Source: an optimization exercise on an open RTL-to-GDS flow (aim: small area). Production flows keep margins and buffers that such runs may drop.
RTL that was checked went through simulation tests only; none was proved equivalent to the original.
The RTL of runs 1, 3 and 4 was laid out without a check of its function.
No activity file was given, so power comes from the tool's default toggle rates.

==> flow/constraint.sdc <==
create_clock -name core_clock -period 15.0 [get_ports {clk}]
set_input_delay 3.0000 -clock core_clock [delete_from_list [all_inputs] [get_ports {clk}]]
set_output_delay 3.0000 -clock core_clock [all_outputs]
set_load 0.01 [all_outputs]
==> flow/run.sh <==
#!/bin/bash
# synth_recipe.tcl (not shown) runs the flow's synth.tcl, then flattens the netlist and writes it again
# the make line also repeats each setting of config.mk as NAME=value (left out here)
make -C /OpenROAD-flow-scripts/flow DESIGN_CONFIG=/design/flow/config.mk WORK_HOME=/design/flow/orfs CLKGATE_MAP_FILE= SYNTH_SCRIPT=/design/flow/synth_recipe.tcl finish
==> flow/design.v <==
`timescale 1ns / 1ps
module controller(
    input clk,
    input rst,
    input cash_out_btn,
    input add_btn,
    input gamble_btn,
    input status_btn,
    input buffer_5,
    input buffer_10,
    input buffer_20,
    output wire [3:0] n_cnt,
    output wire [7:0] seg,
    output wire [2:0] red,
    output wire [2:0] green,
    output wire [1:0] blue,
    output wire hsync,
    output wire vsync
    );
    reg [2:0]  q8;
    reg [6:0]  c101;
    reg [8:0]  c501;
    reg [12:0] c5001;
    wire c101_end  = c101[6] & c101[5] & c101[2];                           
    wire c501_end  = c501[8] & c501[7] & c501[6] & c501[5] & c501[4] & c501[2];  
    wire c5001_end = c5001[12] & c5001[9] & c5001[8] & c5001[7] & c5001[3];      
    always @(posedge clk) begin
        q8    <= rst ? 3'd0 : q8 + 3'd1;
        c101  <= (rst | c101_end)  ? 7'd0  : c101 + 7'd1;
        c501  <= (rst | c501_end)  ? 9'd0  : c501 + 9'd1;
        c5001 <= (rst | c5001_end) ? 13'd0 : c5001 + 13'd1;
    end
    wire pix_en      = (q8[1:0] == 2'd0);
    wire change_tick = c101_end  & ~q8[0];
    wire seg_tick    = c501_end  & ~q8[0];
    wire game_tick   = c5001_end & ~q8[0];
    wire add_b, gamble_b, cash_b, status_b;
    wire add_p, gamble_p, cash_p;
    sm_deb deb_add   (.clk(clk), .rst(rst), .btn(add_btn),      .b(add_b));
    sm_deb deb_gam   (.clk(clk), .rst(rst), .btn(gamble_btn),   .b(gamble_b));
    sm_deb deb_cash  (.clk(clk), .rst(rst), .btn(cash_out_btn), .b(cash_b));
    sm_deb deb_stat  (.clk(clk), .rst(rst), .btn(status_btn),   .b(status_b));
    sm_rise rise_add (.clk(clk), .rst(rst), .b(add_b),    .rise(add_p));
    sm_rise rise_gam (.clk(clk), .rst(rst), .b(gamble_b), .rise(gamble_p));
    sm_rise rise_cash(.clk(clk), .rst(rst), .b(cash_b),   .rise(cash_p));
    reg [2:0] g;
    reg run;
    always @(posedge clk)
        if (rst) g <= 3'd0;
        else if (game_tick) g <= run ? g + 3'd1 : 3'd0;
    wire hold    = |g;
    wire compute = g[2] & g[0];
    reg [2:0] s;
    reg [2:0] o1, o2, o3;
    wire [2:0] sd1 = s;
    wire [2:0] sd2 = s * 3'd3;
    wire [2:0] sd3 = s * 3'd6;
    always @(posedge clk)
        if (rst) s <= 3'd1;
        else if (run) s <= q8 + 3'd2;
    always @(posedge clk)
        if (rst) begin
            o1 <= 3'd0; o2 <= 3'd0; o3 <= 3'd0;
        end else if (change_tick) begin
            if (cash_p) begin
                o1 <= 3'd0; o2 <= 3'd0; o3 <= 3'd0;
            end else if (run) begin
                o1 <= {o1[1] ^ sd1[0], o1[0], ~(o1[2] ^ o1[0] ^ sd1[2] ^ sd1[1] ^ sd1[0])};
                o2 <= {o2[1] ^ sd2[0], o2[0], ~(o2[2] ^ o2[0] ^ sd2[2] ^ sd2[1] ^ sd2[0])};
                o3 <= {o3[1] ^ sd3[0], o3[0], ~(o3[2] ^ o3[0] ^ sd3[2] ^ sd3[1] ^ sd3[0])};
            end
        end
    wire e12 = (o1 == o2);
    wire e23 = (o2 == o3);
    wire e13 = (o1 == o3);
    wire [1:0] mult = (e12 & e23) ? ((&o1) ? 2'd3 : 2'd2) : ((e12 | e23 | e13) ? 2'd1 : 2'd0);
    reg [10:0] bal;
    reg [9:0]  inv;
    reg [2:0]  k;
    wire [2:0]  sw  = {buffer_20, buffer_10, buffer_5};
    wire [5:0]  tot = {1'b0, sw, 2'b00} + {3'b000, sw};
    wire [5:0]  ktot = {1'b0, k, 2'b00} + {3'b000, k};
    wire [10:0] win = ktot * mult;
    wire [10:0] bal_add = bal + {5'd0, tot};
    wire [10:0] inv_add = {1'b0, inv} + {5'd0, tot};
    wire        can_gamble = (bal >= {5'd0, tot});
    always @(posedge clk)
        if (rst) begin
            bal <= 11'd0; inv <= 10'd0; k <= 3'd0; run <= 1'b0;
        end else if (hold) begin
            if (compute) begin
                bal <= bal + win;
                k   <= 3'd0;
                run <= 1'b0;
            end
        end else begin
            k <= sw;
            if (cash_p) begin
                bal <= 11'd0;
                inv <= 10'd0;
            end else if (add_p) begin
                bal <= (bal_add > 11'd999) ? 11'd999 : bal_add;
                inv <= (inv_add > 11'd999) ? 10'd999 : inv_add[9:0];
            end else if (gamble_p & can_gamble) begin
                bal <= bal - {5'd0, tot};
            end
            if (~add_p & gamble_p & can_gamble) run <= 1'b1;
        end
    wire [10:0] num = status_b ? (bal - {1'b0, inv}) : bal;
    wire is_min = num[10] & (num[9:0] == 10'd0);
    wire sign   = num[10] & ~is_min;
    wire [9:0] mag = is_min ? 10'd1023 : (num[10] ? (~num[9:0] + 10'd1) : num[9:0]);
    reg [15:0] bcd;
    integer i;
    always @(*) begin
        bcd = 16'd0;
        for (i = 9; i >= 0; i = i - 1) begin
            if (bcd[3:0]  >= 4'd5) bcd[3:0]  = bcd[3:0]  + 4'd3;
            if (bcd[7:4]  >= 4'd5) bcd[7:4]  = bcd[7:4]  + 4'd3;
            if (bcd[11:8] >= 4'd5) bcd[11:8] = bcd[11:8] + 4'd3;
            bcd = {bcd[14:0], mag[i]};
        end
    end
    reg [1:0] cnt;
    reg [3:0] P, H;
    always @(posedge clk) begin
        case (cnt)
            2'd0: P <= {3'b101, ~sign};
            2'd1: P <= bcd[11:8];
            2'd2: P <= bcd[7:4];
            default: P <= bcd[3:0];
        endcase
        if (rst) begin
            cnt <= 2'd0;
            H <= 4'b1111;
        end else if (seg_tick) begin
            cnt <= cnt + 2'd1;
            H <= P;
        end
    end
    reg [6:0] sg;
    always @(*) begin
        case (H)
            4'd0: sg = 7'b1000000;
            4'd1: sg = 7'b1111001;
            4'd2: sg = 7'b0100100;
            4'd3: sg = 7'b0110000;
            4'd4: sg = 7'b0011001;
            4'd5: sg = 7'b0010010;
            4'd6: sg = 7'b0000010;
            4'd7: sg = 7'b1111000;
            4'd8: sg = 7'b0000000;
            4'd9: sg = 7'b0010000;
            4'd10: sg = 7'b0111111;
            default: sg = 7'b1111111;
        endcase
    end
    assign seg = {1'b1, sg};
    wire started = ~(H[3] & H[2]);
    assign n_cnt = ~started    ? 4'b1111 :
                   (cnt == 2'd1) ? 4'b0111 :
                   (cnt == 2'd2) ? 4'b1011 :
                   (cnt == 2'd3) ? 4'b1101 : 4'b1110;
    reg [3:0] hs;
    reg [4:0] hh;
    reg [1:0] hB;
    reg [3:0] vs;
    reg [5:0] vh;
    wire vrst     = rst | cash_p;
    wire hs_end   = hs[3] & hs[0];
    wire hh_end   = hh[4] & hh[1] & hh[0];
    wire vs_end   = vs[3] & vs[0];
    wire v_end    = vh[5] & vh[4] & vh[2];
    wire line_end = (hB == 2'd3) & (hh == 5'd1) & (hs == 4'd5);
    always @(posedge clk)
        if (vrst) begin
            hs <= 4'd6; hh <= 5'd1; hB <= 2'd3;
            vs <= 4'd0; vh <= 6'd49;
        end else if (pix_en) begin
            hs <= hs_end ? 4'd0 : hs + 4'd1;
            if (hs_end) begin
                hh <= hh_end ? 5'd0 : hh + 5'd1;
                if (hh_end) hB <= hB + 2'd1;
            end
            if (line_end) begin
                if (v_end) begin
                    vs <= 4'd0; vh <= 6'd0;
                end else begin
                    vs <= vs_end ? 4'd0 : vs + 4'd1;
                    if (vs_end) vh <= vh + 6'd1;
                end
            end
        end
    wire vact    = ~(vh[5] & vh[4]);
    wire midband = ~vh[5] & vh[4];
    wire black_h = (hB == 2'd3) & ~hh[4];
    wire box     = midband & ~hh[4] & ~(hB == 2'd3);
    wire drow    = (vh[3:0] != 4'd0) & (vh[3:0] != 4'd15);
    wire dcol    = (hh[3:0] != 4'd0) & (hh[3:0] != 4'd15);
    wire [2:0] reel = (hB == 2'd0) ? o1 : (hB == 2'd1) ? o2 : o3;
    reg [63:0] arr;
    always @(*)
        case (reel)
            3'd0: arr = 64'b0000000001111110100000011000000110000001100000011000000101111110;
            3'd1: arr = 64'b0000000001111110000110000001100000011000000110110001111000011100;
            3'd2: arr = 64'b0000000011111111000000010000000111111111100000001000000011111111;
            3'd3: arr = 64'b0000000011111111100000001000000011111111100000001000000011111111;
            3'd4: arr = 64'b0000000010000000100000001000000011111111100000011000000110000001;
            3'd5: arr = 64'b0000000011111111100000001000000011111111000000010000000111111111;
            3'd6: arr = 64'b0000000011111111100000011000000111111111000000010000000111111111;
            default: arr = 64'b0000000010000000100000001000000010000000100000001000000011111111;
        endcase
    wire pbit = arr[{vh[3:1], hh[3:1]}];
    wire dp   = box & drow & dcol & pbit;
    wire R    = vact & ~black_h & ~dp;
    wire B    = vact & ~black_h & (~box | dp);
    assign red   = {3{R}};
    assign green = {3{R}};
    assign blue  = {2{B}};
    assign hsync = ~((hB == 2'd3) & (((hh == 5'd1) & (hs >= 4'd6)) |
                                     ((hh >= 5'd2) & (hh <= 5'd10)) |
                                     ((hh == 5'd11) & (hs < 4'd2))));
    assign vsync = ~((vh == 6'd49) & (vs <= 4'd1));
endmodule
module sm_deb(
    input clk,
    input rst,
    input btn,
    output reg b
    );
    reg [7:0] cnt;
    always @(posedge clk)
        if (rst | ~btn) begin
            cnt <= 8'd0;
            b <= 1'b0;
        end else begin
            cnt <= cnt + 8'd1;
            if (&cnt) b <= 1'b1;
        end
endmodule
module sm_rise(
    input clk,
    input rst,
    input b,
    output reg rise
    );
    reg [2:0] r;
    always @(posedge clk)
        if (rst) begin
            r <= 3'd0;
            rise <= 1'b0;
        end else begin
            r <= {r[1:0], b};
            rise <= r[1] & ~r[2];
        end
endmodule
==> flow/config.mk <==
export PLATFORM = sky130hd
export DESIGN_NAME = controller
export DESIGN_NICKNAME = controller
export VERILOG_FILES = /design/flow/design.v
export SDC_FILE = /design/flow/constraint.sdc
export NUM_CORES = 4
export LEC_CHECK = 0
export ABC_AREA = 1
export CAP_MARGIN = 20
export CORE_MARGIN = 2
export CORE_UTILIZATION = 40
export SLEW_MARGIN = 20
==> flow_summary.yaml, run 1 <==
run_status:
  status: "complete, no violations"
logic_synthesis:
  ys_seq_elements: 158
  synth_nets: 1801
  synth_area_per_cell_um2: 6.71
  synth.distinct_cells: 57
  synth_edf_count: 0
  yosys_warnings: 3
  syn-instance-count: 1683
  async_flop_share_pct: 0
  seq_area_frac_synth_pct: 28.0
  synthesis.area_um2: 11300
  ys.flop_type: "dfxtp_1"
clock_tree:
  cts_made_buffers: 17
  cts_tree: "yes"
  htreeDepth: 4
  post_cts_buffers: 0
  clock_sinks: 158
  clk_pin_slew_ps: 60
  cts-root-buf: "clkbuf_16"
  postCtsHoldBufs: 0
  clk_latency_ps: 420
  cts_resized: 0
  cts_buffer_depth: 2
power:
  comb_power_share_pct: 5.4
  swShare_pct: 24.3
  p_int_w: 0.000704
  switchingPower_w: 0.000226
  p_leak_nw: 6.06
  powerDensity_nw_per_um2: 74.4
  pwr-share-clk_pct: 48.2
  p_seq_share_pct: 46.4
  totalPowerFinal_w: 0.000930
  vdd_drop_max_mv: 0.0763
timing:
  min_period_ps: 7800
  max-slew-margin-rel_pct: 43.3
  worst_pin_slew_ps: 848
  max_freq_ghz: 0.128
  rsz0062_at_grt: "false"
  setup_tns_ps: 0
  finalClockSkew_ps: 9.88
  drv_slew: 0
  setup_viol: 0
  post-route-period-util_pct: 52.0
  hold_viol: 0
  hold-worst-slack_ps: 389
worst_hold_path:
  holdCritPathClass: "reg -> reg"
  hp-start: "rise_add.r[2]"
  hold_depth: 1
  min_to: "rise_add.rise"
drt:
  avgViaCountPerCell: 4.94
  antenna_left: 0
  avgRoutedWirePerCell_um: 12.0
  first_pass_iters: 5
  met2_length_um: 11700
  vias: 10320
  drt_wl_total_um: 25100
  drt_iter0_drc: 474
  wl_met3_um: 639
  met1Wirelength_um: 12200
  top_layer_used: "met4"
  drc: 0
setup_path:
  critPathSlowestCell: "fa_1"
  path_common_cell: "nand2_1"
  reg2reg_setup_slack_ps: 7200
  r2r_start: "bal[1]"
  crit_path_start: "bal[1]"
  critPathMaxFanout: 7
  crit_path_start_kind: "flip-flop"
  cp-end-kind: "flip-flop"
  worstReg2RegEnd: "P[2]"
  cp_top_family: "simple AND/OR/NAND/NOR gates"
  worst-path-buf-inv: 11
  crit_required_ps: 15310
  cpPeakStageDelay_ps: 560
  crit_arrival_ps: 8110
  r2r_cells: 60
  crit_type: "reg -> reg"
die:
  initial_utilization_pct: 40.6
  design.core.area_um2: 27800
  die_y_um: 172
  fp.dieArea_um2: 29600
  ioPinCount: 31
  rows: 61
  fp.dieW_um: 172
placement:
  io_buffers: 29
  placed_cell_area_um2: 11900
  gp_congestion: 0.861
  hpwlAfterDp_um: 19300
global_routing:
  grt_max_degree: 59
  grt_first_pass_wirelength_um: 43900
  gr-total-overflow: 0
  antenna_found_initial: 0
  grt_usage_pct: 17.8
  grt_pass1_vias: 9835
cells_and_area:
  utilization_pct: 45.0
  syn2layout_area_growth_pct: 10.8
  nets: 1817
  n_antenna_cell: 0
  final_common_cell: "nand2_1"
  finalInstanceArea_um2: 12500
  drive_gt1_share_pct: 5.02
  fillers: 2932
  final_cell_mix: "nand2_1 (352), inv_1 (276), nor2_1 (191)"
job:
  cap_violations: 0
-- power by group through the flow --
stage               Clock (W)  Combinational (W)  Sequential [W]
finish               0.000449          0.0000503        0.000432
global route         0.000476          0.0000589        0.000433
CTS                  0.000460          0.0000508        0.000432
detailed placement          0          0.0000501        0.000441
global placement            0          0.0000494        0.000441
floorplan                   0          0.0000367        0.000439
-- layer usage --
layer | global-route usage (%) | up-vias
met5 | 0 | -
met4 | 5.92 | 0
met3 | 1.99 | 33
met2 | 30.9 | 150
met1 | 23.0 | 4685
li1 | - | 5452
-- cell families after synthesis --
kind of cell	count (synthesis)	share of synthesized area [%]
and+or+nand+nor	768	29.7
buffers and inverters	322	11.1
AOI/OAI and AO/OA	265	13.7
DFF	158	28.0
adders and majority gates	109	12.7
xor gates and xnor gates	60	4.66
other	1	0.0332
-- area by class of cell --
cell class                 count  area, um2  area share, %
clock buffer                  20        457           3.65
inverter                     287       1080           8.65
sequential                   158       3160           25.3
timing repair buffer          32        308           2.46
tap                          378        473           3.78
multi-input combinational   1203       6880           55.0
clock inverter                12        151           1.21
-- worst max path at each step --
stage / cells past startpoint / slack [ps] / end
after floorplan: 60 / 8150 / P[2]
after global placement: 60 / 7630 / P[2]
after detailed placement: 60 / 7260 / P[2]
after CTS: 60 / 7210 / P[2]
after global routing: 60 / 6270 / P[2]
final: 60 / 7200 / P[2]
-- synthesized netlist by cell type, types with 6 or more instances --
master	n	area [um2]
a21oi_1	106	531
a221oi_1	10	87.6
a31oi_1	11	68.8
and2_1	7	43.8
buf_4	9	67.6
clkbuf_1	20	75.1
clkinv_1	7	26.3
dfxtp_1	158	3160
fa_1	10	200
ha_1	99	1240
inv_1	276	1040
nand2_1	352	1320
nand2_2	17	106
nand3_1	108	541
nand3_2	10	100
nand4_1	22	138
nor2_1	191	717
nor3_1	24	120
nor3b_1	7	52.6
nor4_1	6	37.5
o211ai_1	12	90.1
o21ai_0	74	370
o21bai_1	10	75.1
o31ai_1	6	45.0
xnor2_1	24	210
xor2_1	36	315
-- registers in the layout, summed over array words and instances (netlist names), 8 cells and up --
register and flops:
bal 11, c5001 13, c501 9, deb_add.cnt 8, deb_cash.cnt 8, deb_gam.cnt 8, deb_stat.cnt 8, inv 10
-- per-stage QoR --
step / setup slack [ps] / std cells
2_1_floorplan: 8150 / 1683
3_3_place_gp: 7630 / 2058
3_5_place_dp: 7260 / 2058
4_1_cts: 7210 / 2090
5_1_grt: 6270 / 2090
6_report: 7200 / 2090
-- worst register-to-register path, delay by kind of cell, from the launching register on --
family | cells | cell delay, ps
DFF | 1 | 510
and+or+nand+nor | 36 | 3730
buffers and inverters | 11 | 810
AOI/OAI and AO/OA | 3 | 420
adders and majority gates | 10 | 2200
==> inputs of run 2 (changes only) <==
--- a/flow/design.v
+++ b/flow/design.v
@@ -21,14 +21,14 @@
     reg [6:0]  c101;
     reg [8:0]  c501;
     reg [12:0] c5001;
-    wire c101_end  = c101[6] & c101[5] & c101[2];                           
-    wire c501_end  = c501[8] & c501[7] & c501[6] & c501[5] & c501[4] & c501[2];  
-    wire c5001_end = c5001[12] & c5001[9] & c5001[8] & c5001[7] & c5001[3];      
+    wire c101_end  = c101[6] & ~c101[3] & ~c101[2] & ~c101[1] & ~c101[0];
+    wire c501_end  = ~c501[8] & c501[7] & ~c501[6] & ~c501[5] & ~c501[4] & ~c501[3] & c501[2] & c501[1] & c501[0];
+    wire c5001_end = ~c5001[12] & c5001[11] & c5001[10] & ~c5001[9] & ~c5001[7] & c5001[4] & ~c5001[3] & ~c5001[2] & ~c5001[1] & ~c5001[0];
     always @(posedge clk) begin
         q8    <= rst ? 3'd0 : q8 + 3'd1;
-        c101  <= (rst | c101_end)  ? 7'd0  : c101 + 7'd1;
-        c501  <= (rst | c501_end)  ? 9'd0  : c501 + 9'd1;
-        c5001 <= (rst | c5001_end) ? 13'd0 : c5001 + 13'd1;
+        c101  <= (rst | c101_end)  ? 7'd0  : {c101[5:0],   ~(c101[6] ^ c101[3])};
+        c501  <= (rst | c501_end)  ? 9'd0  : {c501[7:0],   ~(c501[8] ^ c501[3])};
+        c5001 <= (rst | c5001_end) ? 13'd0 : {c5001[11:0], ~(c5001[12] ^ c5001[5])};
     end
     wire pix_en      = (q8[1:0] == 2'd0);
     wire change_tick = c101_end  & ~q8[0];
@@ -78,18 +78,21 @@
     reg [9:0]  inv;
     reg [2:0]  k;
     wire [2:0]  sw  = {buffer_20, buffer_10, buffer_5};
-    wire [5:0]  tot = {1'b0, sw, 2'b00} + {3'b000, sw};
-    wire [5:0]  ktot = {1'b0, k, 2'b00} + {3'b000, k};
-    wire [10:0] win = ktot * mult;
-    wire [10:0] bal_add = bal + {5'd0, tot};
-    wire [10:0] inv_add = {1'b0, inv} + {5'd0, tot};
-    wire        can_gamble = (bal >= {5'd0, tot});
+    wire [2:0]  z   = hold ? k : sw;
+    wire [5:0]  t5  = {1'b0, z, 2'b00} + {3'b000, z};
+    wire [1:0]  m   = hold ? mult : 2'd1;
+    wire [6:0]  Y   = ({7{m[0]}} & {1'b0, t5}) + ({7{m[1]}} & {t5, 1'b0});
+    wire        sub = ~hold & ~add_p;
+    wire [10:0] Yx  = sub ? ~{4'd0, Y} : {4'd0, Y};
+    wire [11:0] sum = {1'b0, bal} + {1'b0, Yx} + {11'd0, sub};
+    wire        ge  = sum[11];
+    wire [10:0] inv_add = {1'b0, inv} + {5'd0, t5};
     always @(posedge clk)
         if (rst) begin
             bal <= 11'd0; inv <= 10'd0; k <= 3'd0; run <= 1'b0;
         end else if (hold) begin
             if (compute) begin
-                bal <= bal + win;
+                bal <= sum[10:0];
                 k   <= 3'd0;
                 run <= 1'b0;
             end
@@ -99,12 +102,12 @@
                 bal <= 11'd0;
                 inv <= 10'd0;
             end else if (add_p) begin
-                bal <= (bal_add > 11'd999) ? 11'd999 : bal_add;
+                bal <= (sum[10:0] > 11'd999) ? 11'd999 : sum[10:0];
                 inv <= (inv_add > 11'd999) ? 10'd999 : inv_add[9:0];
-            end else if (gamble_p & can_gamble) begin
-                bal <= bal - {5'd0, tot};
-            end
-            if (~add_p & gamble_p & can_gamble) run <= 1'b1;
+            end else if (gamble_p & ge) begin
+                bal <= sum[10:0];
+            end
+            if (~add_p & gamble_p & ge) run <= 1'b1;
         end
     wire [10:0] num = status_b ? (bal - {1'b0, inv}) : bal;
     wire is_min = num[10] & (num[9:0] == 10'd0);
@@ -229,13 +232,14 @@
     output reg b
     );
     reg [7:0] cnt;
+    wire fb = ~(cnt[7] ^ cnt[5] ^ cnt[4] ^ cnt[3]) ^ (&cnt[6:0]);
     always @(posedge clk)
         if (rst | ~btn) begin
             cnt <= 8'd0;
             b <= 1'b0;
         end else begin
-            cnt <= cnt + 8'd1;
-            if (&cnt) b <= 1'b1;
+            cnt <= {cnt[6:0], fb};
+            if (cnt == 8'b10000000) b <= 1'b1;
         end
 endmodule
 module sm_rise(
==> flow/flow/run.sh (new file) <==
#!/bin/bash
# Layout flow: the standard synthesis, then the combinational logic between
# the (unchanged) registers is re-mapped with an area-oriented ABC script, then
# the standard layout (floorplan to finish) on that netlist.
set -euo pipefail
W=$PWD
R=$W/orfs/results/$FLOW_PLATFORM/controller/base
YOSYS=$(command -v yosys || echo "$FLOW_HOME/../tools/install/yosys/bin/yosys")

bash standard.sh synth > $W/log_1_standard_synth.log 2>&1
cp $R/1_2_yosys.v $W/std_1_2_yosys.v

# 2. re-map the logic between the registers
export RESYN_LIB=$FLOW_HOME/platforms/$FLOW_PLATFORM/lib/sky130_fd_sc_hd__tt_025C_1v80.lib
export RESYN_IN=$W/std_1_2_yosys.v
export RESYN_OUT=$W/resyn_1_2_yosys.v
export RESYN_ABC=$W/flow/resyn.abc
export RESYN_DONT_USE="$(sed -n '/DONT_USE_CELLS +=/,/^$/p' $FLOW_HOME/platforms/$FLOW_PLATFORM/config.mk | grep -o 'sky130_fd_sc_hd__[a-z0-9_]*' | tr '\n' ' ')"
$YOSYS -c $W/flow/resyn.tcl > $W/log_2_resyn.log 2>&1
cp $RESYN_OUT $R/1_2_yosys.v
rm -f $R/1_synth.odb $R/1_synth.sdc

# 3. standard layout from the new netlist
bash standard.sh > $W/log_3_standard_layout.log 2>&1
==> flow/flow/resyn.abc (new file) <==
strash; &get -n; &deepsyn -T 30; &dch -f; &nf -a; &put
==> flow/flow/resyn.tcl (new file) <==
# Re-map the combinational logic of the standard synthesis netlist.
# Registers stay as they are (same instances, names and cell types).
set lib $::env(RESYN_LIB)
set du {}
foreach c $::env(RESYN_DONT_USE) { lappend du -dont_use $c }
# 1. flatten the mapped cells into plain logic, keeping the flip-flops as cells
yosys read_liberty -ignore_miss_func -ignore_miss_data_latch $lib
yosys read_verilog $::env(RESYN_IN)
yosys hierarchy -top controller
yosys tee -o resyn_stat_before.txt stat -liberty $lib
yosys blackbox sky130_fd_sc_hd__df* sky130_fd_sc_hd__edf* sky130_fd_sc_hd__sdf* sky130_fd_sc_hd__dl*
yosys flatten
yosys opt_clean -purge
yosys select controller
yosys write_verilog -selected -noattr resyn_flat.v
yosys design -reset
# 2. map the logic again
yosys read_liberty -lib $lib
yosys read_verilog resyn_flat.v
yosys hierarchy -top controller
yosys techmap
yosys opt -purge
yosys abc -liberty $lib {*}$du -script $::env(RESYN_ABC)
yosys opt_clean -purge
yosys splitnets
yosys opt_clean -purge
yosys hilomap -singleton -hicell sky130_fd_sc_hd__conb_1 HI -locell sky130_fd_sc_hd__conb_1 LO
yosys insbuf -buf sky130_fd_sc_hd__buf_1 A X
yosys check -assert -mapped
yosys tee -o resyn_stat_after.txt stat -liberty $lib
yosys write_verilog -noattr -nohex -nodec $::env(RESYN_OUT)
==> flow/standard.sh (new file) <==
#!/bin/bash
# synth_recipe.tcl (not shown) runs the flow's synth.tcl, then flattens the netlist and writes it again
# the make line also repeats each setting of config.mk as NAME=value (left out here)
make -C /OpenROAD-flow-scripts/flow DESIGN_CONFIG=/design/flow/config.mk WORK_HOME=/design/flow/orfs CLKGATE_MAP_FILE= SYNTH_SCRIPT=/design/flow/synth_recipe.tcl "${@:-finish}"
removed: flow/run.sh
==> run 2 against run 1 <==
Net effect:
- final area down 27%
- hold slack lost 8.3 ps
- critical path depth shrank 35
- count of clock-buffer cells in the layout decreased by 2
- flip-flop and latch count unchanged
- combinational power increased to 3.7 times the previous value
- sequential power increased by 3%
- die area fell by 30%
- synthesized area is 30% lower
- non-clock buffer count rose by 1
- synthesized cell count is 43% lower
- sequential share of layout area is 9.5 points higher
- critical path type unchanged
- largest cell class unchanged
- largest power group is now registers
==> flow_summary.yaml, run 2 <==
setup_path:
  critPathSlowestCell: "nor4b_1"
  cpPeakStageDelay_ps: 660
  crit_arrival_ps: 8130
  cp-end-kind: "flip-flop"
  path_common_cell: "a31oi_1"
  crit_required_ps: 15310
  critPathMaxFanout: 7
  crit_type: "reg -> reg"
  crit_path_start_kind: "flip-flop"
power:
  vdd_drop_max_mv: 0.0809
  p_leak_nw: 3.28
  powerDensity_nw_per_um2: 118
timing:
  hold-worst-slack_ps: 380
  drv_slew: 0
  hold_viol: 0
  setup_tns_ps: 0
  max-slew-margin-rel_pct: 46.4
  min_period_ps: 7820
  setup_viol: 0
  post-route-period-util_pct: 52.1
  worst_pin_slew_ps: 797
  finalClockSkew_ps: 13.4
  max_freq_ghz: 0.128
  rsz0062_at_grt: "false"
logic_synthesis:
  syn-instance-count: 953
  yosys_warnings: 3
  synthesis.area_um2: 7880
  synth_nets: 962
  synth_area_per_cell_um2: 8.27
drt:
  drt_wl_total_um: 16800
  antenna_left: 0
  vias: 6702
  avgViaCountPerCell: 5.28
  avgRoutedWirePerCell_um: 13.2
  drc: 0
  first_pass_iters: 5
  drt_iter0_drc: 324
clock_tree:
  postCtsHoldBufs: 0
  cts_tree: "yes"
  cts_buffer_depth: 2
  cts_made_buffers: 17
  post_cts_buffers: 0
  cts-root-buf: "clkbuf_16"
  clk_pin_slew_ps: 70
  cts_resized: 0
  clk_latency_ps: 420
  clock_sinks: 158
  htreeDepth: 4
cells_and_area:
  reg_top3: "c5001 x13, bal x11, inv x10"
  nets: 1001
  drive_gt1_share_pct: 3.68
  register_area_um2: 3160
  syn2layout_area_growth_pct: 15.3
  utilization_pct: 46.9
  fillers: 1953
  multiInputGateArea_um2: 4590
  largest-register: "c5001"
  n_antenna_cell: 0
  largest_reg_flops: 13
  final_cell_mix: "dfxtp_1 (158), nand2_1 (98), nor2_1 (88)"
  final_common_cell: "dfxtp_1"
placement:
  gp_congestion: 0.867
  io_buffers: 29
  hpwlAfterDp_um: 12000
global_routing:
  grt_pass1_vias: 6261
  grt-busiest-layer: "met2"
  gr-total-overflow: 0
  grt_use_met1_pct: 22.6
  grt_usage_pct: 17.0
  met2_usage_pct: 27.5
  grt_max_degree: 57
  grtUsageMet3_pct: 3.31
  grt_first_pass_wirelength_um: 28800
  antenna_found_initial: 0
die:
  ioPinCount: 31
  die_y_um: 144
  rows: 51
  fp.dieW_um: 144
  initial_utilization_pct: 40.6
  fp.dieArea_um2: 20800
  design.core.area_um2: 19400
job:
  cap_violations: 0
run_status:
  status: "complete, no violations"
worst_hold_path:
  holdCritPathClass: "reg -> reg"
-- run 2: area by class of cell --
class | count | share of cell area (%)
multi-input combinational | 758 | 50.5
sequential | 158 | 34.8
clock buffer | 18 | 4.72
tap | 265 | 3.65
timing repair buffer | 33 | 3.47
clock inverter | 14 | 1.93
inverter | 24 | 0.991
-- run 2: per-stage QoR --
step / std cells / setup slack, ps / total power, W / instance area, um2
after floorplan: 953 / 7940 / 0.000596 / 7880
after global placement: 1238 / 7150 / 0.000637 / 8490
after detailed placement: 1238 / 7040 / 0.000637 / 8490
after CTS: 1270 / 7240 / 0.00108 / 9090
after global routing: 1270 / 6300 / 0.00113 / 9090
final: 1270 / 7180 / 0.00107 / 9090
-- run 2: path summary, 6_finish.rpt --
check / slack (ps) / cells after the start / end / start
setup reg to reg: 7180 / 25 / P[2] / bal[0]
hold reg to reg: 380 / 1 / rise_add.rise / rise_add.r[2]
hold / removal: 380 / 1 / rise_add.rise / rise_add.r[2]
setup / recovery: 7180 / 25 / P[2] / bal[0]
-- run 2: worst max-delay path, delay by kind of cell, from the launching register on --
family	cells	cell delay [ps]
AOI/OAI and AO/OA	18	5070
and+or+nand+nor	4	1120
xor gates and xnor gates	2	720
adders and majority gates	1	410
DFF	1	380
-- run 2: routing by layer --
layer / routed length [um] / part of all wire [%]
met1: 8480 / 50
met2: 7540 / 45
met5: 0 / 0
met3: 508 / 3.0
met4: 281 / 1.7
-- run 2: where the power goes --
part	switching, W	total, W	leakage [nW]	internal, W
Clock	0.000189	0.000442	0.294	0.000252
Combinational	0.000110	0.000184	1.70	0.0000741
Sequential	0.0000148	0.000446	1.28	0.000431
==> inputs of run 3 (changes only) <==
--- a/flow/design.v
+++ b/flow/design.v
@@ -128,38 +128,30 @@
     reg [3:0] P, H;
     always @(posedge clk) begin
         case (cnt)
-            2'd0: P <= {3'b101, ~sign};
+            2'd0: P <= {1'b1, sign, ~sign, 1'b0};
             2'd1: P <= bcd[11:8];
             2'd2: P <= bcd[7:4];
             default: P <= bcd[3:0];
         endcase
         if (rst) begin
             cnt <= 2'd0;
-            H <= 4'b1111;
+            H <= 4'b1110;
         end else if (seg_tick) begin
             cnt <= cnt + 2'd1;
             H <= P;
         end
     end
-    reg [6:0] sg;
-    always @(*) begin
-        case (H)
-            4'd0: sg = 7'b1000000;
-            4'd1: sg = 7'b1111001;
-            4'd2: sg = 7'b0100100;
-            4'd3: sg = 7'b0110000;
-            4'd4: sg = 7'b0011001;
-            4'd5: sg = 7'b0010010;
-            4'd6: sg = 7'b0000010;
-            4'd7: sg = 7'b1111000;
-            4'd8: sg = 7'b0000000;
-            4'd9: sg = 7'b0010000;
-            4'd10: sg = 7'b0111111;
-            default: sg = 7'b1111111;
-        endcase
-    end
+    wire [6:0] sg;
+    wire is_minus = H[3] & H[2] & ~H[1];
+    assign sg[6] = ((H[3] & H[2]) | (H[3] & H[1]) | (H[2] & H[1] & H[0]) | (~H[3] & ~H[2] & ~H[1])) & ~is_minus;
+    assign sg[5] = (H[3] & H[2]) | (H[1] & H[0]) | (~H[2] & H[1]) | (~H[3] & ~H[2] & H[0]);
+    assign sg[4] = H[0] | (H[3] & H[1]) | (H[2] & ~H[1]);
+    assign sg[3] = (H[3] & H[2]) | (H[3] & H[1]) | (H[2] & H[1] & H[0]) | (H[2] & ~H[1] & ~H[0]) | (~H[3] & ~H[2] & ~H[1] & H[0]);
+    assign sg[2] = (H[3] & H[2]) | (H[3] & H[1]) | (~H[2] & H[1] & ~H[0]);
+    assign sg[1] = (H[3] & H[2]) | (H[3] & H[1]) | (H[2] & H[1] & ~H[0]) | (H[2] & ~H[1] & H[0]);
+    assign sg[0] = (H[3] & H[2]) | (H[3] & H[1]) | (H[2] & ~H[1] & ~H[0]) | (~H[3] & ~H[2] & ~H[1] & H[0]);
     assign seg = {1'b1, sg};
-    wire started = ~(H[3] & H[2]);
+    wire started = ~(H[3] & H[2] & H[1]);
     assign n_cnt = ~started    ? 4'b1111 :
                    (cnt == 2'd1) ? 4'b0111 :
                    (cnt == 2'd2) ? 4'b1011 :
--- a/flow/flow/run.sh
+++ b/flow/flow/run.sh
@@ -21,4 +21,4 @@
 rm -f $R/1_synth.odb $R/1_synth.sdc
 
 # 3. standard layout from the new netlist
-bash standard.sh > $W/log_3_standard_layout.log 2>&1
+bash standard.sh "CTS_ARGS=-sink_clustering_enable -repair_clock_nets -dont_use_dummy_load" "BUFFER_PORTS_ARGS=-buffer_cell sky130_fd_sc_hd__buf_1" finish > $W/log_3_standard_layout.log 2>&1
--- a/flow/config.mk
+++ b/flow/config.mk
@@ -5,7 +5,6 @@
 export SDC_FILE = /design/flow/constraint.sdc
 export NUM_CORES = 4
 export LEC_CHECK = 0
-export ABC_AREA = 1
 export CAP_MARGIN = 20
 export CORE_MARGIN = 2
 export CORE_UTILIZATION = 40
==> run 3 against run 2 <==
Net effect:
- wire length is 6.7% lower
- total power decreased by 24%
- flip-flop and latch count down 7
- global-route usage down 0.79 points
- worst setup slack improved by 140 ps
- synthesized area shrank 2.4%
- maximum frequency increased by 1.9%
- hold slack better by 3.3 ps
- count of clock-buffer cells in the layout down 1
- final cell count fell by 5.6%
- first-iteration DRC count down 15%
- critical endpoint is now P[1]
- largest cell class unchanged
- largest power group unchanged
==> flow_summary.yaml, run 3 <==
cells_and_area:
  syn2layout_area_growth_pct: 10.4
  register_area_um2: 3020
  fillers: 1880
  multiInputGateArea_um2: 4500
  n_antenna_cell: 0
  nets: 976
  final_cell_mix: "dfxtp_1 (151), nor2_1 (92), nand2_1 (81)"
  final_cells: 1199
  final_common_cell: "dfxtp_1"
  largest_reg_flops: 13
  reg_top3: "c5001 x13, bal x11, inv x10"
  drive_gt1_share_pct: 2.49
  largest-register: "c5001"
setup_path:
  crit_required_ps: 15290
  cp-end-kind: "flip-flop"
  crit_type: "reg -> reg"
  crit_arrival_ps: 7970
  critPathMaxFanout: 7
  reg2reg_setup_slack_ps: 7320
  crit_path_start_kind: "flip-flop"
die:
  rows: 50
  die_y_um: 143
  fp.dieW_um: 143
  initial_utilization_pct: 41.0
  ioPinCount: 31
  design.core.area_um2: 18800
  fp.dieArea_um2: 20400
logic_synthesis:
  synthesis.area_um2: 7690
  synth_area_per_cell_um2: 8.24
  syn-instance-count: 933
  yosys_warnings: 3
  synth_nets: 942
timing:
  worst_pin_slew_ps: 1040
  rsz0062_at_grt: "false"
  post-route-period-util_pct: 51.2
  fin_ws_ps: 7320
  min_period_ps: 7680
  setup_viol: 0
  max_freq_ghz: 0.130
  max-slew-margin-rel_pct: 29.5
  finalClockSkew_ps: 20.2
  hold_viol: 0
  setup_tns_ps: 0
  drv_slew: 0
clock_tree:
  cts_resized: 0
  post_cts_buffers: 0
  cts_made_buffers: 17
  htreeDepth: 4
  clk_latency_ps: 420
  cts_tree: "yes"
  cts_buffer_depth: 2
  clk_pin_slew_ps: 50
  postCtsHoldBufs: 0
  cts-root-buf: "clkbuf_16"
  clock_sinks: 151
power:
  p_leak_nw: 3.08
  powerDensity_nw_per_um2: 96.4
  p_int_w: 0.000632
  swShare_pct: 22.8
  pwr-share-clk_pct: 40.9
  p_seq_share_pct: 50.8
  switchingPower_w: 0.000187
  comb_power_share_pct: 8.3
  totalPowerFinal_w: 0.000819
  vdd_drop_max_mv: 0.0832
drt:
  avgRoutedWirePerCell_um: 13.1
  antenna_left: 0
  drt_iter0_drc: 277
  vias: 6466
  drc: 0
  drt_wl_total_um: 15700
  avgViaCountPerCell: 5.39
  first_pass_iters: 4
global_routing:
  grt_usage_pct: 16.2
  grt_max_degree: 47
  antenna_found_initial: 0
  grt_first_pass_wirelength_um: 27000
  grt_pass1_vias: 5810
  gr-total-overflow: 0
placement:
  gp_congestion: 0.860
  place_inst: 1182
  hpwlAfterDp_um: 11500
  pre_cts_ws_ps: 7410
  io_buffers: 29
worst_hold_path:
  holdCritPathClass: "reg -> reg"
job:
  cap_violations: 0
run_status:
  status: "complete, no violations"
## run 3: metal layers
layer	share of wire (%)	GRT usage [%]	vias up
met1	51	21.8	2993
met5	0	0	-
met3	3.6	3.42	13
li1	-	-	3374
met2	45	26.2	86
met4	1.2	4.90	0
## run 3: cell type report
| type | count | share of cell area (%) |
|---|---|---|
| sequential | 151 | 35.6 |
| timing repair buffer | 35 | 1.83 |
| multi-input combinational | 738 | 53.0 |
| inverter | 24 | 1.06 |
| tap | 234 | 3.45 |
| clock buffer | 17 | 5.01 |
## run 3: path summary, 6_finish.rpt
check                   to           from  cells past startpoint
max reg2reg           P[1]         inv[1]                     26
min reg2reg  rise_add.rise  rise_add.r[2]                      1
max                   P[1]         inv[1]                     26
min          rise_add.rise  rise_add.r[2]                      1
## run 3: power groups by stage
stage	sequential [W]	combinational (W)	clock [W]
after detailed placement	0.000424	0.0000676	0
after CTS	0.000416	0.0000681	0.000345
after global routing	0.000417	0.0000776	0.000359
after global placement	0.000424	0.0000675	0
final	0.000416	0.0000681	0.000334
after floorplan	0.000422	0.0000517	0
## run 3: worst max-delay path, cell delays in order (launching register included)
cell and delay [ps]:
dfxtp_1 450, nor2b_1 210, a21oi_1 60, maj3_1 360, maj3_1 390, maj3_1 400
o211a_1 250, o311ai_0 490, nand3_1 210, o32a_1 400, a21boi_0 220, xor2_1 430
o211a_1 320, and2_0 280, o221ai_1 240, a221o_1 350, a21o_1 240, xnor2_1 160
a221o_1 350, a21oi_1 240, a2bb2oi_1 280, o21bai_1 190, xnor2_1 210, o22ai_1 310
a21o_1 180, nand2_1 50, a211o_1 270
## run 3: metrics by stage
step	cell area, um2	utilization, %	hold WS, ps
3_3_place_gp	8060	43.0	374
5_1_grt	8490	45.2	403
6_report	8490	45.2	384
4_1_cts	8490	45.2	390
3_5_place_dp	8060	43.0	372
2_1_floorplan	7690	-	367
==> inputs of run 4 (changes only) <==
--- a/flow/flow/run.sh
+++ b/flow/flow/run.sh
@@ -21,4 +21,4 @@
 rm -f $R/1_synth.odb $R/1_synth.sdc
 
 # 3. standard layout from the new netlist
-bash standard.sh "CTS_ARGS=-sink_clustering_enable -repair_clock_nets -dont_use_dummy_load" "BUFFER_PORTS_ARGS=-buffer_cell sky130_fd_sc_hd__buf_1" finish > $W/log_3_standard_layout.log 2>&1
+bash standard.sh "CTS_ARGS=-sink_clustering_enable -repair_clock_nets -dont_use_dummy_load -buf_list sky130_fd_sc_hd__clkbuf_8" "BUFFER_PORTS_ARGS=-buffer_cell sky130_fd_sc_hd__buf_1" finish > $W/log_3_standard_layout.log 2>&1
==> run 4 against run 3 <==
Net effect:
- critical path depth unchanged
- clock power decreased by 33%
- final area decreased by 2.3%
- total power decreased by 14%
- highest routed layer unchanged
==> flow_summary.yaml, run 4 <==
cells_and_area:
  register_area_um2: 3020
  nets: 976
  drive_gt1_share_pct: 2.49
  n_antenna_cell: 0
  final_common_cell: "dfxtp_1"
  reg_top3: "c5001 x13, bal x11, inv x10"
  multiInputGateArea_um2: 4500
  largest-register: "c5001"
  syn2layout_area_growth_pct: 7.89
  final_cell_mix: "dfxtp_1 (151), nor2_1 (92), nand2_1 (81)"
  fillers: 1900
  largest_reg_flops: 13
clock_tree:
  clock_sinks: 151
  cts-root-buf: "clkbuf_8"
  clk_latency_ps: 440
  cts_buffer_depth: 2
  cts_made_buffers: 17
  clk_pin_slew_ps: 70
  htreeDepth: 4
  postCtsHoldBufs: 0
  post_cts_buffers: 0
  cts_tree: "yes"
  cts_resized: 0
logic_synthesis:
  yosys_warnings: 3
  synth_nets: 942
  syn-instance-count: 933
  synthesis.area_um2: 7690
  synth_area_per_cell_um2: 8.24
placement:
  io_buffers: 29
  pre_cts_ws_ps: 7410
  gp_congestion: 0.860
  hpwlAfterDp_um: 11500
die:
  fp.dieW_um: 143
  die_y_um: 143
  fp.dieArea_um2: 20400
  initial_utilization_pct: 41.0
  design.core.area_um2: 18800
  rows: 50
  ioPinCount: 31
timing:
  max-slew-margin-rel_pct: 28.9
  rsz0062_at_grt: "false"
  worst_pin_slew_ps: 1050
  min_period_ps: 7710
  post-route-period-util_pct: 51.4
  drv_slew: 0
  fin_ws_ps: 7290
  setup_tns_ps: 0
  finalClockSkew_ps: 29.3
  setup_viol: 0
  max_freq_ghz: 0.130
  hold_viol: 0
global_routing:
  grt_first_pass_wirelength_um: 26800
  antenna_found_initial: 0
  gr-total-overflow: 0
  grt_pass1_vias: 5772
  grt_max_degree: 47
  grt_usage_pct: 16.2
run_status:
  status: "complete, no violations"
setup_path:
  cp-end-kind: "flip-flop"
  crit_arrival_ps: 8020
  critPathSlowestCell: "o311ai_0"
  crit_type: "reg -> reg"
  cpPeakStageDelay_ps: 510
  path_common_cell: "maj3_1"
  crit_required_ps: 15310
  critPathMaxFanout: 7
  crit_path_start_kind: "flip-flop"
drt:
  vias: 6418
  avgViaCountPerCell: 5.35
  avgRoutedWirePerCell_um: 12.9
  first_pass_iters: 5
  drc: 0
  drt_iter0_drc: 298
  drt_wl_total_um: 15500
  antenna_left: 0
power:
  vdd_drop_max_mv: 0.0574
  powerDensity_nw_per_um2: 85.2
  p_leak_nw: 2.99
  totalPowerFinal_w: 0.000707
job:
  cap_violations: 0
worst_hold_path:
  holdCritPathClass: "reg -> reg"
[run 4: per-stage QoR]
step                cells  util, %  cell area, um2  hold slack (ps)
floorplan             933        -            7690              367
global placement     1182     43.0            8060              374
detailed placement   1182     43.0            8060              372
CTS                  1199     44.2            8300              390
global route         1199     44.2            8300              412
finish               1199     44.2            8300              392
[run 4: report_power, final]
| part | total, W | internal [W] | leakage [nW] | switching, W |
|---|---|---|---|---|
| sequential | 0.000415 | 0.000408 | 1.22 | 0.00000719 |
| clock | 0.000223 | 0.0000998 | 0.122 | 0.000124 |
| combinational | 0.0000679 | 0.0000271 | 1.64 | 0.0000409 |
[run 4: final timing paths]
path | cells after the start | start | slack [ps] | to
setup / recovery | 26 | inv[1] | 7290 | P[1]
hold / removal | 1 | rise_gam.r[2] | 390 | rise_gam.rise
hold reg to reg | 1 | rise_gam.r[2] | 390 | rise_gam.rise
setup reg to reg | 26 | inv[1] | 7290 | P[1]
[run 4: final cells by class]
type                            instances  share of cell area (%)
Multi-Input combinational cell        738                    54.3
Sequential cell                       151                    36.4
Tap cell                              234                    3.53
Clock buffer                           17                    2.82
Timing Repair Buffer                   35                    1.87
Inverter                               24                    1.09
[run 4: layer usage]
metal / GRT usage (%) / vias to the layer above / share of wire, %
li1: - / 3368 / -
met4: 4.43 / 0 / 0.99
met5: 0 / - / 0
met2: 25.9 / 89 / 44
met1: 21.8 / 2948 / 51
met3: 3.92 / 13 / 3.7
[run 4: worst max-delay path: cells and delay by family (launching register included)]
kind	cells	cell delay, ps
flops	1	460
compound gates	16	4420
fa+ha+maj	3	1150
simple gates	4	760
xor+xnor	3	800
==> inputs of run 5 (changes only) <==
--- a/flow/design.v
+++ b/flow/design.v
@@ -34,15 +34,12 @@
     wire change_tick = c101_end  & ~q8[0];
     wire seg_tick    = c501_end  & ~q8[0];
     wire game_tick   = c5001_end & ~q8[0];
-    wire add_b, gamble_b, cash_b, status_b;
+    wire status_b;
     wire add_p, gamble_p, cash_p;
-    sm_deb deb_add   (.clk(clk), .rst(rst), .btn(add_btn),      .b(add_b));
-    sm_deb deb_gam   (.clk(clk), .rst(rst), .btn(gamble_btn),   .b(gamble_b));
-    sm_deb deb_cash  (.clk(clk), .rst(rst), .btn(cash_out_btn), .b(cash_b));
-    sm_deb deb_stat  (.clk(clk), .rst(rst), .btn(status_btn),   .b(status_b));
-    sm_rise rise_add (.clk(clk), .rst(rst), .b(add_b),    .rise(add_p));
-    sm_rise rise_gam (.clk(clk), .rst(rst), .b(gamble_b), .rise(gamble_p));
-    sm_rise rise_cash(.clk(clk), .rst(rst), .b(cash_b),   .rise(cash_p));
+    sm_deb_rise deb_add (.clk(clk), .rst(rst), .btn(add_btn),      .rise(add_p));
+    sm_deb_rise deb_gam (.clk(clk), .rst(rst), .btn(gamble_btn),   .rise(gamble_p));
+    sm_deb_rise deb_cash(.clk(clk), .rst(rst), .btn(cash_out_btn), .rise(cash_p));
+    sm_deb      deb_stat(.clk(clk), .rst(rst), .btn(status_btn),   .b(status_b), .set());
     reg [2:0] g;
     reg run;
     always @(posedge clk)
@@ -80,24 +77,26 @@
     wire [2:0]  sw  = {buffer_20, buffer_10, buffer_5};
     wire [2:0]  z   = hold ? k : sw;
     wire [5:0]  t5  = {1'b0, z, 2'b00} + {3'b000, z};
-    wire [1:0]  m   = hold ? mult : 2'd1;
-    wire [6:0]  Y   = ({7{m[0]}} & {1'b0, t5}) + ({7{m[1]}} & {t5, 1'b0});
+    wire        dbl = hold & ~run;
+    wire        yen = ~hold | ~run | mult[0];
+    wire [6:0]  Y   = {7{yen}} & (dbl ? {t5, 1'b0} : {1'b0, t5});
     wire        sub = ~hold & ~add_p;
     wire [10:0] Yx  = sub ? ~{4'd0, Y} : {4'd0, Y};
     wire [11:0] sum = {1'b0, bal} + {1'b0, Yx} + {11'd0, sub};
     wire        ge  = sum[11];
     wire [10:0] inv_add = {1'b0, inv} + {5'd0, t5};
     always @(posedge clk)
-        if (rst) begin
-            bal <= 11'd0; inv <= 10'd0; k <= 3'd0; run <= 1'b0;
+        if (~hold) k <= sw;
+        else if (compute) k <= (run & mult[1]) ? k : 3'd0;
+    always @(posedge clk)
+        if (rst) begin
+            bal <= 11'd0; inv <= 10'd0; run <= 1'b0;
         end else if (hold) begin
             if (compute) begin
                 bal <= sum[10:0];
-                k   <= 3'd0;
                 run <= 1'b0;
             end
         end else begin
-            k <= sw;
             if (cash_p) begin
                 bal <= 11'd0;
                 inv <= 10'd0;
@@ -221,32 +220,37 @@
     input clk,
     input rst,
     input btn,
-    output reg b
+    output reg b,
+    output set
     );
     reg [7:0] cnt;
     wire fb = ~(cnt[7] ^ cnt[5] ^ cnt[4] ^ cnt[3]) ^ (&cnt[6:0]);
+    wire top = (cnt == 8'b10000000);
+    assign set = btn & top & ~b;
     always @(posedge clk)
         if (rst | ~btn) begin
             cnt <= 8'd0;
             b <= 1'b0;
         end else begin
             cnt <= {cnt[6:0], fb};
-            if (cnt == 8'b10000000) b <= 1'b1;
+            if (top) b <= 1'b1;
         end
 endmodule
-module sm_rise(
+module sm_deb_rise(
     input clk,
     input rst,
-    input b,
+    input btn,
     output reg rise
     );
-    reg [2:0] r;
-    always @(posedge clk)
-        if (rst) begin
-            r <= 3'd0;
+    wire b, set;
+    reg [1:0] p;
+    sm_deb deb(.clk(clk), .rst(rst), .btn(btn), .b(b), .set(set));
+    always @(posedge clk)
+        if (rst) begin
+            p <= 2'd0;
             rise <= 1'b0;
         end else begin
-            r <= {r[1:0], b};
-            rise <= r[1] & ~r[2];
+            p <= set ? 2'd1 : p + {1'b0, |p};
+            rise <= &p;
         end
 endmodule
==> flow/flow/resyn.abc (replaced) <==
strash; &get -n; &deepsyn -T 60; &put; dch -f; amap; strash; dch -f; amap; topo
--- a/flow/config.mk
+++ b/flow/config.mk
@@ -7,5 +7,5 @@
 export LEC_CHECK = 0
 export CAP_MARGIN = 20
 export CORE_MARGIN = 2
-export CORE_UTILIZATION = 40
+export CORE_UTILIZATION = 70
 export SLEW_MARGIN = 20
==> run 5 against run 4 <==
Net effect:
- clock power hardly changed
- synthesized area is 3.8% lower
- combinational power is 65% higher
- maximum frequency is 11% lower
- critical endpoint is now P[2]
- clock skew is 2.2 ps lower
- global-route usage is 13 points higher
- synthesized cell count is 14% higher
- wire length is 5.5% higher
==> flow_summary.yaml, run 5 <==
setup_path:
  cp_top_family: "compound AO/OA/AOI/OAI gates"
  critPathSlowestCell: "o21ai_0"
  crit_required_ps: 15370
  cp-end-kind: "flip-flop"
  worst-path-buf-inv: 5
  critPathMaxFanout: 8
  crit_type: "reg -> reg"
  cpPeakStageDelay_ps: 580
  crit_path_start_kind: "flip-flop"
  crit_arrival_ps: 9010
cells_and_area:
  register_area_um2: 2990
  multiInputGateArea_um2: 3730
  nets: 1101
  largest-register: "c5001"
  largest_reg_flops: 13
  final_common_cell: "nor2_1"
  reg_top3: "c5001 x13, bal x11, inv x10"
  fillers: 836
  drive_gt1_share_pct: 1.74
  finalInstanceArea_um2: 7860
  syn2layout_area_growth_pct: 6.12
  final_cell_mix: "nor2_1 (202), clkinv_1 (161), dfxtp_1 (145)"
  n_antenna_cell: 0
clock_tree:
  cts_buffer_depth: 2
  post_cts_buffers: 0
  cts_made_buffers: 17
  postCtsHoldBufs: 0
  cts_resized: 0
  cts-root-buf: "clkbuf_8"
  htreeDepth: 4
  clock_sinks: 148
  clk_pin_slew_ps: 80
  cts_tree: "yes"
  clk_latency_ps: 460
timing:
  fin_ws_ps: 6360
  post-route-period-util_pct: 57.6
  worst_pin_slew_ps: 890
  rsz0062_at_grt: "false"
  min_period_ps: 8640
  max_freq_ghz: 0.116
  setup_viol: 0
  setup_tns_ps: 0
  drv_slew: 0
  hold_viol: 0
  max-slew-margin-rel_pct: 40.7
  hold-worst-slack_ps: 400
  finalClockSkew_ps: 27.1
die:
  ioPinCount: 31
  die_y_um: 107
  design.core.area_um2: 10300
  fp.dieArea_um2: 11400
  initial_utilization_pct: 72.0
  rows: 37
  fp.dieW_um: 107
drt:
  drt_iter0_drc: 549
  first_pass_iters: 5
  antenna_left: 0
  drc: 0
  avgRoutedWirePerCell_um: 13.3
  drt_wl_total_um: 16400
  vias: 7229
  avgViaCountPerCell: 5.90
placement:
  placed_cell_area_um2: 7620
  io_buffers: 29
  hpwlAfterDp_um: 12300
  gp_congestion: 0.922
  pre_cts_ws_ps: 6550
worst_hold_path:
  holdCritPathClass: "reg -> reg"
logic_synthesis:
  yosys_warnings: 3
  syn-instance-count: 1062
  synth_area_per_cell_um2: 6.97
  synth_nets: 1071
  synthesis.area_um2: 7400
global_routing:
  gr-total-overflow: 0
  grt_usage_pct: 29.6
  antenna_found_initial: 0
  grt_first_pass_wirelength_um: 27700
  grt_pass1_vias: 6342
  grt_max_degree: 32
run_status:
  status: "complete, no violations"
power:
  p_leak_nw: 2.83
  powerDensity_nw_per_um2: 94.7
  vdd_drop_max_mv: 0.100
job:
  cap_violations: 0
[run 5: worst paths after layout]
path / from / to / slack [ps] / cells past startpoint
worst max-delay path: bal[1] / P[2] / 6360 / 50
worst min-delay path: c5001[2] / c5001[3] / 400 / 2
worst max register to register: bal[1] / P[2] / 6360 / 50
worst min register to register: c5001[2] / c5001[3] / 400 / 2
[run 5: power breakdown]
part	total, W	switching, W	internal [W]
logic	0.000112	0.0000735	0.0000381
clock network	0.000226	0.000127	0.0000997
registers	0.000406	0.00000461	0.000402
[run 5: stage by stage]
| step | power, W | util (%) | std cells |
|---|---|---|---|
| floorplan | 0.000501 | - | 1062 |
| global placement | 0.000523 | 74.2 | 1209 |
| detailed placement | 0.000525 | 74.2 | 1209 |
| CTS | 0.000745 | 76.4 | 1226 |
| global route | 0.000778 | 76.4 | 1226 |
| finish | 0.000744 | 76.4 | 1226 |
[run 5: per-layer routing]
layer  part of all wire (%)  global-route usage (%)
met5                      0                       0
met4                    1.4                    9.46
met3                    5.0                    6.14
met2                     46                    48.6
met1                     48                    39.2
[run 5: area by class of cell]
type                       instances  area share, %
sequential                       148           38.1
timing repair buffer              31           1.58
multi-input combinational        733           47.5
tap                              136           2.17
inverter                         161           7.69
clock buffer                      17           2.98
[run 5: tightest hold or removal path, cell delays in order (launching register included)]
cell      delay (ps)
dfxtp_1          300
clkinv_1          50
nor2_1            30
==> inputs of run 6 (changes only) <==
==> flow/flow/resyn.abc (replaced) <==
strash; &get -n; &deepsyn -T 60; &dch -f; &nf -a; &put
--- a/flow/config.mk
+++ b/flow/config.mk
@@ -7,5 +7,5 @@
 export LEC_CHECK = 0
 export CAP_MARGIN = 20
 export CORE_MARGIN = 2
-export CORE_UTILIZATION = 70
+export CORE_UTILIZATION = 40
 export SLEW_MARGIN = 20
==> run 6 against run 5 <==
Net effect:
- still clean
- sequential share of layout area decreased by 1.9 points
- combinational power grew to 4.2 times the previous value
- worst setup slack improved by 310 ps
- hold slack gained 35 ps
- wire length is 2.1% lower
- clock skew decreased by 2.2 ps
- critical endpoint unchanged
==> flow_summary.yaml, run 6 <==
clock_tree:
  clk_latency_ps: 440
  clock_sinks: 148
  cts_buffer_depth: 2
  clk_pin_slew_ps: 60
  cts_resized: 0
  cts_made_buffers: 17
  postCtsHoldBufs: 0
  post_cts_buffers: 0
  htreeDepth: 4
  cts_tree: "yes"
  cts-root-buf: "clkbuf_8"
logic_synthesis:
  synthesis.area_um2: 7660
  synth_nets: 942
  yosys_warnings: 3
  syn-instance-count: 933
  synth_area_per_cell_um2: 8.21
power:
  p_leak_nw: 3.05
  vdd_drop_max_mv: 0.0908
  powerDensity_nw_per_um2: 135
die:
  initial_utilization_pct: 40.8
  die_y_um: 142
  rows: 50
  fp.dieArea_um2: 20300
  ioPinCount: 31
  fp.dieW_um: 142
  design.core.area_um2: 18800
drt:
  drc: 0
  avgViaCountPerCell: 5.47
  antenna_left: 0
  avgRoutedWirePerCell_um: 13.4
  drt_iter0_drc: 366
  drt_wl_total_um: 16000
  first_pass_iters: 5
  vias: 6554
worst_hold_path:
  hold_depth: 1
  hp-start: "c101[4]"
  min_to: "c101[5]"
  holdCritPathClass: "reg -> reg"
global_routing:
  grt-busiest-layer: "met2"
  grt_pass1_vias: 5841
  grt_usage_pct: 16.3
  antenna_found_initial: 0
  gr-total-overflow: 0
  grt_first_pass_wirelength_um: 27100
  grtUsageMet3_pct: 3.77
  grt_max_degree: 39
  met2_usage_pct: 24.8
  grt_use_met1_pct: 23.2
setup_path:
  crit_arrival_ps: 8660
  worstReg2RegEnd: "P[2]"
  critPathMaxFanout: 9
  cp-end-kind: "flip-flop"
  crit_path_start_kind: "flip-flop"
  r2r_cells: 26
  crit_type: "reg -> reg"
  r2r_start: "inv[0]"
  crit_required_ps: 15330
  reg2reg_setup_slack_ps: 6670
cells_and_area:
  fillers: 1904
  final_cell_mix: "dfxtp_1 (145), nor2_1 (84), nand2_1 (83)"
  final_cells: 1199
  drive_gt1_share_pct: 2.49
  multiInputGateArea_um2: 4490
  nets: 976
  largest_reg_flops: 13
  n_antenna_cell: 0
  register_area_um2: 2990
  final_common_cell: "dfxtp_1"
  reg_top3: "c5001 x13, bal x11, inv x10"
  syn2layout_area_growth_pct: 7.89
  largest-register: "c5001"
timing:
  hold-worst-slack_ps: 435
  min_period_ps: 8330
  finalClockSkew_ps: 24.9
  drv_slew: 0
  setup_tns_ps: 0
  max-slew-margin-rel_pct: 27.3
  setup_viol: 0
  rsz0062_at_grt: "false"
  max_freq_ghz: 0.120
  post-route-period-util_pct: 55.5
  worst_pin_slew_ps: 1080
  hold_viol: 0
placement:
  gp_congestion: 0.885
  io_buffers: 29
  hpwlAfterDp_um: 11900
  place_inst: 1181
job:
  cap_violations: 0
run_status:
  status: "complete, no violations"
run 6: final cells by class:
class	count	area share [%]
Timing Repair Buffer	35	1.85
Inverter	27	1.23
Clock buffer	17	2.83
Tap cell	234	3.54
Sequential cell	148	36.2
Multi-Input combinational cell	738	54.3
run 6: worst max path at each step:
stage | slack [ps] | cells past startpoint | endpoint | start
2_1_floorplan | 7650 | 21 | bal[10] | buffer_10
3_3_place_gp | 7100 | 21 | bal[10] | buffer_5
3_5_place_dp | 6820 | 26 | P[2] | inv[0]
4_1_cts | 6780 | 26 | P[2] | inv[0]
5_1_grt | 5800 | 26 | P[2] | inv[0]
6_report | 6670 | 26 | P[2] | inv[0]
run 6: metrics by stage:
step	util (%)	setup slack [ps]	power (W)	area, um2
CTS	44.0	6780	0.00113	8260
global route	44.0	5800	0.00121	8260
detailed placement	42.8	6820	0.000900	8030
global placement	42.8	7100	0.000899	8030
floorplan	-	7650	0.000817	7660
finish	44.0	6670	0.00112	8260
run 6: power breakdown:
group	total (W)	switching, W	internal (W)
clock network	0.000224	0.000124	0.0000998
registers	0.000424	0.0000158	0.000408
logic	0.000472	0.000283	0.000189
run 6: critical path, cell delays in order (launching register included):
cell,delay (ps)
dfxtp_1,350
nor2b_1,160
maj3_1,390
maj3_1,400
maj3_1,400
maj3_1,400
maj3_1,410
o211ai_1,280
a21oi_1,150
o31ai_1,480
a21oi_1,170
xnor2_1,520
or3_1,270
a31oi_1,160
xnor2_1,510
nand2_1,180
a2111oi_0,600
o21ai_0,340
o21a_1,270
o31ai_1,330
xnor2_1,200
a211oi_1,330
o21bai_1,100
a31oi_1,340
o21a_1,160
o32ai_1,80
a211oi_1,260
run 6: layer usage:
layer	routed length (um)	vias up	share of wire, %
met4	151	0	0.94
met3	589	13	3.7
li1	-	3418	-
met5	0	-	0
met2	6820	115	43
met1	8460	3008	53
==> inputs of run 7 (changes only) <==
--- a/flow/flow/run.sh
+++ b/flow/flow/run.sh
@@ -21,4 +21,4 @@
 rm -f $R/1_synth.odb $R/1_synth.sdc
 
 # 3. standard layout from the new netlist
-bash standard.sh "CTS_ARGS=-sink_clustering_enable -repair_clock_nets -dont_use_dummy_load -buf_list sky130_fd_sc_hd__clkbuf_8" "BUFFER_PORTS_ARGS=-buffer_cell sky130_fd_sc_hd__buf_1" finish > $W/log_3_standard_layout.log 2>&1
+bash standard.sh "CTS_ARGS=-sink_clustering_enable -repair_clock_nets -dont_use_dummy_load -buf_list sky130_fd_sc_hd__clkbuf_8 -sink_clustering_size 25" "BUFFER_PORTS_ARGS=-buffer_cell sky130_fd_sc_hd__buf_1" finish > $W/log_3_standard_layout.log 2>&1
==> run 7 against run 6 <==
Net effect:
- final area unchanged
- synthesized cell count did not move
- critical path depth did not move
- total power did not move
- die area did not move
- clock power about the same
- sequential power about the same
- sequential share of layout area unchanged
- wire length unchanged
- via count did not move
- maximum frequency is the same
- highest routed layer unchanged
==> flow_summary.yaml, run 7 <==
global_routing:
  grt_first_pass_wirelength_um: 27100
  grt_max_degree: 39
  antenna_found_initial: 0
  grt_usage_pct: 16.3
  gr-total-overflow: 0
  grt_pass1_vias: 5841
clock_tree:
  clock_sinks: 148
  clk_pin_slew_ps: 60
  htreeDepth: 4
  cts_made_buffers: 17
  cts_buffer_depth: 2
  postCtsHoldBufs: 0
  clk_latency_ps: 440
  cts-root-buf: "clkbuf_8"
  cts_tree: "yes"
  post_cts_buffers: 0
  cts_resized: 0
setup_path:
  r2r_start: "inv[0]"
  crit_arrival_ps: 8660
  r2r_cells: 26
  reg2reg_setup_slack_ps: 6670
  critPathMaxFanout: 9
  crit_required_ps: 15330
  critPathCapture: "P[2]"
  worstReg2RegEnd: "P[2]"
  crit_type: "reg -> reg"
  crit_path_start_kind: "flip-flop"
  crit_path_start: "inv[0]"
  cp-end-kind: "flip-flop"
cells_and_area:
  largest_reg_flops: 13
  multiInputGateArea_um2: 4490
  largest-register: "c5001"
  n_antenna_cell: 0
  nets: 976
  final_common_cell: "dfxtp_1"
  register_area_um2: 2990
  drive_gt1_share_pct: 2.49
  final_cell_mix: "dfxtp_1 (145), nor2_1 (84), nand2_1 (83)"
  fillers: 1904
  reg_top3: "c5001 x13, bal x11, inv x10"
  syn2layout_area_growth_pct: 7.89
  finalInstanceArea_um2: 8260
timing:
  finalClockSkew_ps: 24.9
  max-slew-margin-rel_pct: 27.3
  drv_slew: 0
  hold_viol: 0
  worst_pin_slew_ps: 1080
  rsz0062_at_grt: "false"
  post-route-period-util_pct: 55.5
  min_period_ps: 8330
  setup_viol: 0
  setup_tns_ps: 0
  max_freq_ghz: 0.120
power:
  p_leak_nw: 3.05
  swShare_pct: 37.8
  vdd_drop_max_mv: 0.0908
  comb_power_share_pct: 42.2
  switchingPower_w: 0.000423
  powerDensity_nw_per_um2: 135
  p_int_w: 0.000696
  p_seq_share_pct: 37.9
  pwr-share-clk_pct: 20.0
logic_synthesis:
  synth_nets: 942
  synthesis.area_um2: 7660
  yosys_warnings: 3
  synth_area_per_cell_um2: 8.21
  syn-instance-count: 933
drt:
  first_pass_iters: 5
  avgViaCountPerCell: 5.47
  drc: 0
  wl_met3_um: 589
  avgRoutedWirePerCell_um: 13.4
  drt_iter0_drc: 366
  drt_wl_total_um: 16000
  met2_length_um: 6820
  vias: 6554
  top_layer_used: "met4"
  met1Wirelength_um: 8460
  antenna_left: 0
placement:
  gp_congestion: 0.885
  placed_cell_area_um2: 8030
  hpwlAfterDp_um: 11900
  io_buffers: 29
die:
  die_y_um: 142
  design.core.area_um2: 18800
  rows: 50
  fp.dieW_um: 142
  initial_utilization_pct: 40.8
  ioPinCount: 31
  fp.dieArea_um2: 20300
worst_hold_path:
  holdCritPathClass: "reg -> reg"
  hp-start: "c101[4]"
run_status:
  status: "complete, no violations"
job:
  cap_violations: 0
## run 7: layout make-up
cell class	count	area share [%]
multi-input cells	738	54.3
repair buffers	35	1.85
inverters	27	1.23
clock buffers	17	2.83
flip-flops and latches	148	36.2
well taps	234	3.54
## run 7: worst min path at each step
stage	endpoint	slack [ps]	cells past startpoint
5_1_grt	c101[5]	470	1
3_5_place_dp	c101[6]	420	1
2_1_floorplan	c101[5]	410	1
4_1_cts	c101[5]	440	1
3_3_place_gp	c101[5]	410	1
6_report	c101[5]	430	1
## run 7: per-layer routing
layer / vias to the layer above / GRT usage [%]
met2: 115 / 24.8
met3: 13 / 3.77
met4: 0 / 3.96
met5: - / 0
met1: 3008 / 23.2
li1: 3418 / -
## run 7: worst max-delay path, cell delays in order, from the launching register on
cell and delay [ps]:
dfxtp_1 350, nor2b_1 160, maj3_1 390, maj3_1 400, maj3_1 400, maj3_1 400
maj3_1 410, o211ai_1 280, a21oi_1 150, o31ai_1 480, a21oi_1 170, xnor2_1 520
or3_1 270, a31oi_1 160, xnor2_1 510, nand2_1 180, a2111oi_0 600, o21ai_0 340
o21a_1 270, o31ai_1 330, xnor2_1 200, a211oi_1 330, o21bai_1 100, a31oi_1 340
o21a_1 160, o32ai_1 80, a211oi_1 260
## run 7: metrics by stage
stage | total power, W | util [%] | worst slack [ps] | hold WS, ps | cells
finish | 0.00112 | 44.0 | 6670 | 435 | 1199
global route | 0.00121 | 44.0 | 5800 | 465 | 1199
CTS | 0.00113 | 44.0 | 6780 | 438 | 1198
detailed placement | 0.000900 | 42.8 | 6820 | 418 | 1181
global placement | 0.000899 | 42.8 | 7100 | 412 | 1181
floorplan | 0.000817 | - | 7650 | 407 | 933
## run 7: power by group through the flow
stage / Combinational [W] / Clock (W) / Sequential [W]
floorplan: 0.000389 / 0 / 0.000428
global placement: 0.000466 / 0 / 0.000433
detailed placement: 0.000467 / 0 / 0.000433
CTS: 0.000471 / 0.000233 / 0.000424
global route: 0.000532 / 0.000248 / 0.000426
finish: 0.000472 / 0.000224 / 0.000424

afterwards: timing with drivers on the ports:
Ports are ideal in the flow. The routed layouts listed here were re-timed in OpenROAD.
Step 1 sets driving cells, clkbuf_16 on the clock port and buf_2 on the other inputs (assumed; they add their load-dependent delay and slew).
Step 2 adds t to the input delays and takes it off the output delays; t is the mean of the earliest and latest rising clock arrival at the registers after step 1. Input paths then give back, and output paths get back, about the clock's delay inside the block.
Three values: ideal, step 1, step 2; two values: the first two.
| run | t, ns | setup WS [ns] | hold WS [ns] | slew at the worst register clock pin (ns) | cell pins on the clock port's net |
|---|---|---|---|---|---|
| run 1 | 0.462 | 7.201 / 7.201 / 7.201 | 0.389 / 0.389 / 0.389 | 0.07 / 0.07 | 1 |
| run 2 | 0.459 | 7.178 / 7.178 / 6.933 | 0.380 / 0.380 / 0.380 | 0.07 / 0.07 | 1 |
| run 3 | 0.456 | 7.322 / 7.322 / 7.322 | 0.384 / 0.384 / 0.384 | 0.07 / 0.07 | 1 |
| run 4 | 0.468 | 7.287 / 7.287 / 7.287 | 0.392 / 0.392 / 0.392 | 0.09 / 0.09 | 1 |
| run 5 | 0.480 | 6.361 / 6.361 / 6.361 | 0.400 / 0.400 / 0.400 | 0.08 / 0.08 | 1 |
| run 6 | 0.467 | 6.673 / 6.673 / 6.673 | 0.435 / 0.435 / 0.435 | 0.08 / 0.08 | 1 |
| run 7 | 0.467 | 6.673 / 6.673 / 6.673 | 0.435 / 0.435 / 0.435 | 0.08 / 0.08 | 1 |
After both steps setup and hold are still met in every run listed. The setup slack of run 2, which loses most, moves by 0.000 ns with the drivers and by -0.245 ns with both steps.
